From an optimization exercise on the open Yosys and OpenROAD flow, aimed at small area, a short achievable clock period and few clock cycles; shortcuts taken in it are not production practice. In this exercise RTL edits were held to simulation tests only and were not proved equivalent to the original. Power and IR drop assume default switching activity.

rev 12:
## anaModul
module anaModul
    (
    input   [31:0] sayi1,
    input   [31:0] sayi2,
    input   [2:0] tur,
    input   basla,
    input   clk,
    input   rst,
    output  [63:0] sonuc,
    output  hazir,
    output  gecerli,
    output  tasma
    );
    localparam K = 2;            
    localparam MSTEPS = (32 % K == 0) ? 32 : 33;
    localparam SREM = 16 % K;    
    reg        busy;
    reg [2:0]  op;
    reg [5:0]  cnt;              
    reg [63:0] P;
    reg [31:0] X;
    reg        gec, tas;
    wire op_add = (op == 3'd0);
    wire op_sub = (op == 3'd1);
    wire op_mul = (op == 3'd2);
    wire op_div = (op == 3'd3);
    wire op_sqr = (op == 3'd4);
    reg [31:0] hi, lo;
    reg [15:0] q, q1;
    reg [32:0] s;
    reg [33:0] a, b, sum;
    reg        ci, ge, ovf, neg;
    reg        rn;               
    reg [32:0] s0;               
    reg        ge0;
    integer i;
    wire skip = op_div & (cnt == 6'd0) & (|X[31:24]);
    always @* begin
        hi  = skip ? {8'd0, P[31:8]} : (cnt == 6'd0) ? 32'd0 : P[63:32];
        lo  = skip ? {P[7:0], 24'd0}   : P[31:0];
        q   = (cnt == 6'd0) ? 16'd0 : X[15:0];
        ovf = 1'b0;
        neg = rn & (cnt != 6'd0);
        for (i = 0; i < K; i = i + 1) begin
            if (op_mul)
                a = {2'b0, hi};
            else if (i == 0 && (op_add | op_sub))
                a = {2'b0, lo};
            else
                a = {neg & op_div, hi, lo[31] & (cnt + i < 32)};
            if (op_mul)
                b = lo[0] ? {2'b0, X} : 34'd0;
            else if (op_sqr)
                b = ~{16'd0, q, ~lo[30]};
            else if (op_add | (op_div & neg))
                b = {2'b0, X};
            else
                b = ~{2'b0, X};
            ci  = ~(op_mul | op_add | (op_div & neg));
            sum = a + b + {33'd0, ci};
            s   = sum[32:0];
            ge  = ~sum[33];
            if (i == 0) begin s0 = s; ge0 = ge; end
            ovf = ovf | (lo[31] & (cnt + i >= 32));
  ...
clock: 55.0 ns
lec_check: 0
cap_margin: 20
core_margin: 2
core_utilization: 40
slew_margin: 20
standard.sh (not shown) runs the stock make flow with config.mk's settings and CLKGATE_MAP_FILE= SYNTH_SCRIPT=/design/flow/synth_recipe.tcl, a recipe that flattens the netlist after the stock synthesis.
==> flow/flow/run.sh <==
#!/bin/bash
# The standard layout (standard.sh: the standard flow's synthesis and ORFS flow), with one
# change: the buffers that ORFS puts on the input and output ports are buf_1
# cells instead of the cell buffer_ports picks by default (clkdlybuf4s50_1).
set -e
export BUFFER_PORTS_ARGS="-buffer_cell sky130_fd_sc_hd__buf_1"
bash standard.sh > standard.log 2>&1
Looking at the reports, rev 12 completed the entire flow and the layout it produced met the timing, DRC and antenna checks.
Testbench counts of rev 12, summed over its fixed seeds: cycles 15,231.
#### Input delta (rev 13 over rev 12)
# rev 12
export LEC_CHECK = 0
export CAP_MARGIN = 20
export CORE_MARGIN = 2
export CORE_UTILIZATION = 40
export SLEW_MARGIN = 20
create_clock -name core_clock -period 55.0 [get_ports {clk}]
# rev 13
export LEC_CHECK = 0
export CAP_MARGIN = 20
export CORE_MARGIN = 2
export CORE_UTILIZATION = 60
export SLEW_MARGIN = 20
create_clock -name core_clock -period 55.0 [get_ports {clk}]
==> comparison <==
Diff rev 12 -> rev 13: cell area after layout went down; first-iteration DRC count up 66; initial core utilization picked up an extra 20 points; final worst-path setup slack rose by 0.036 ns; switching fraction of total power moved up.
Both conditions hold for rev 12: the flow ran to the end and the final layout passed the timing, DRC and antenna checks.
Rev 13 completed every stage of the flow, and the final layout passed the timing, DRC and antenna checks.
On non-clock buffer count, the lower figure sits with rev 13, not rev 12.
A launching instance or port of the critical path of P[1] is what rev 13 shows, while P[22] belongs to rev 12.
Compared with rev 12, rev 13 shows a lower data arrival time of the worst path.
On met1 track demand over resource in global routing: between rev 13 and rev 12, it ends up lower for rev 12.
Rev 13 ends up with a total global-route track usage that is 12 points higher than in rev 12.
Compared with rev 12, in rev 13 HPWL after detailed placement moved down; total wire length after detailed routing moved down.

--- another note on this design; it stands on its own ---

amber:
// anaModul
module anaModul
    (
    input   [31:0] sayi1,
    input   [31:0] sayi2,
    input   [2:0] tur,
    input   basla,
    input   clk,
    input   rst,
    output  [63:0] sonuc,
    output  hazir,
    output  gecerli,
    output  tasma
    );
Size in the first run: roughly 140 I/O pins.
Settings: LEC_CHECK=0, CAP_MARGIN=20, CORE_MARGIN=2, CORE_UTILIZATION=40, SLEW_MARGIN=20; clock period 55.0 ns.
standard.sh (not shown) runs the stock make flow with config.mk's settings and CLKGATE_MAP_FILE= SYNTH_SCRIPT=/design/flow/synth_recipe.tcl, a recipe that flattens the netlist after the stock synthesis.
==> flow/flow/run.sh <==
#!/bin/bash
# The standard layout (standard.sh: the standard flow's synthesis and ORFS flow), with one
# change: the buffers that ORFS puts on the input and output ports are buf_2
# cells instead of the cell buffer_ports picks by default (clkdlybuf4s50_1).
set -e
export BUFFER_PORTS_ARGS="-buffer_cell sky130_fd_sc_hd__buf_2"
bash standard.sh > standard.log 2>&1
Testbench counts of amber, summed over its fixed seeds: cycles 15,231.
The following lists how tundra was set up differently from amber:
==> flow/run.sh (new file) <==
#!/bin/bash
# synth_recipe.tcl (not shown) runs the flow's synth.tcl, then flattens the netlist and writes it again
# the make line also repeats each setting of config.mk as NAME=value (left out here)
make -C /OpenROAD-flow-scripts/flow DESIGN_CONFIG=/design/flow/config.mk WORK_HOME=/design/flow/orfs CLKGATE_MAP_FILE= SYNTH_SCRIPT=/design/flow/synth_recipe.tcl finish
removed: flow/flow/run.sh
removed: flow/standard.sh
--- outcome ---
tundra | stages: all done | timing, DRC, antenna: all pass. tundra ended up with a higher wire length than amber did. The worst hold margin reported for tundra is greater than that of amber by 0.028 ns. amber was smaller in final cell area than tundra. Compared with amber, tundra shows minimum setup slack in the final design lower by 0.40 ns. The register clock-pin slew on the reported worst setup and hold paths was comparable across amber and tundra. As far as number of standard cells in the final layout excluding fillers is concerned, tundra and amber perform about the same. As far as area of combinational cells with multiple inputs is concerned, amber and tundra perform about the same.

========
## v6
anaModul, a different RTL version from the one above (not shown whole).
Size in the first run: about 1,700 cells after synthesis, ~110 flip-flops, ~13,000 um2 of cells after synthesis.
// anaModul
module anaModul
    (
    input   [31:0] sayi1,
    input   [31:0] sayi2,
    input   [2:0] tur,
    input   basla,
    input   clk,
    input   rst,
    output  [63:0] sonuc,
    output  hazir,
    output  gecerli,
    output  tasma
    );
clock: 55.0 ns
lec_check: 0
cap_margin: 20
core_margin: 2
core_utilization: 40
slew_margin: 20
==> flow/flow/run.sh <==
#!/bin/bash
# The standard layout (standard.sh: the standard flow's synthesis and ORFS flow), with one
# change: the buffers that ORFS puts on the input and output ports are buf_1
# cells instead of the cell buffer_ports picks by default (clkdlybuf4s50_1).
set -e
export BUFFER_PORTS_ARGS="-buffer_cell sky130_fd_sc_hd__buf_1"
bash standard.sh > standard.log 2>&1
Testbench counts of v6, summed over its fixed seeds: cycles 14,587.
Changes in v7 relative to v6:
==> flow/run.sh (new file) <==
#!/bin/bash
# synth_recipe.tcl (not shown) runs the flow's synth.tcl, then flattens the netlist and writes it again
# the make line also repeats each setting of config.mk as NAME=value (left out here)
make -C /OpenROAD-flow-scripts/flow DESIGN_CONFIG=/design/flow/config.mk WORK_HOME=/design/flow/orfs CLKGATE_MAP_FILE= SYNTH_SCRIPT=/design/flow/synth_recipe.tcl finish
removed: flow/flow/run.sh
removed: flow/standard.sh
[summary]
Relative to v6, wire length has increased by about 3% in v7. Clock insertion delay at the later pin of the skew report: v7 vs v6 up 0.02 ns. In v7, the data arrival at the endpoint of the critical path came out 0.49 ns above the value in v6. Per the comparison of v7 with v6, global placer's final weighted congestion shrank by 7.7%; maximum VDD drop grew by 62%; share of layout cells above drive strength 1 grew by 0.27 points; area added between synthesis and finish grew by 6.8 points; net count after synthesis held steady.

-- afterwards: timing with drivers on the ports --
No port has a modelled driver above. Below, the same layouts with a new extraction and two added sets of constraints. Step 1 sets driving cells, clkbuf_16 on the clock port and buf_2 on the other inputs (assumed; they add their load-dependent delay and slew). Step 2, shift: input delay + t, output delay - t, t = (earliest + latest rising clock arrival at the registers) / 2. This alone moves slack from input paths to output paths. a / b / c = ideal ports / drivers / drivers and shift; a / b = the first two.
run | shift t [ns] | setup WS [ns] | cell pins on the clock port's net
rev 12 | 0.453 | 42.698 / 42.648 / 42.852 | 1
rev 13 | 0.427 | 42.734 / 42.682 / 42.832 | 1
amber | 0.450 | 42.640 / 42.584 / 42.457 | 1
tundra | 0.443 | 42.236 / 42.185 / 42.006 | 1
v6 | 0.441 | 42.696 / 42.643 / 42.919 | 1
v7 | 0.448 | 42.211 / 42.159 / 42.555 | 1
After both steps setup and hold are still met in every run listed. The setup slack of tundra, which loses most, moves by -0.051 ns with the drivers and by -0.230 ns with both steps.
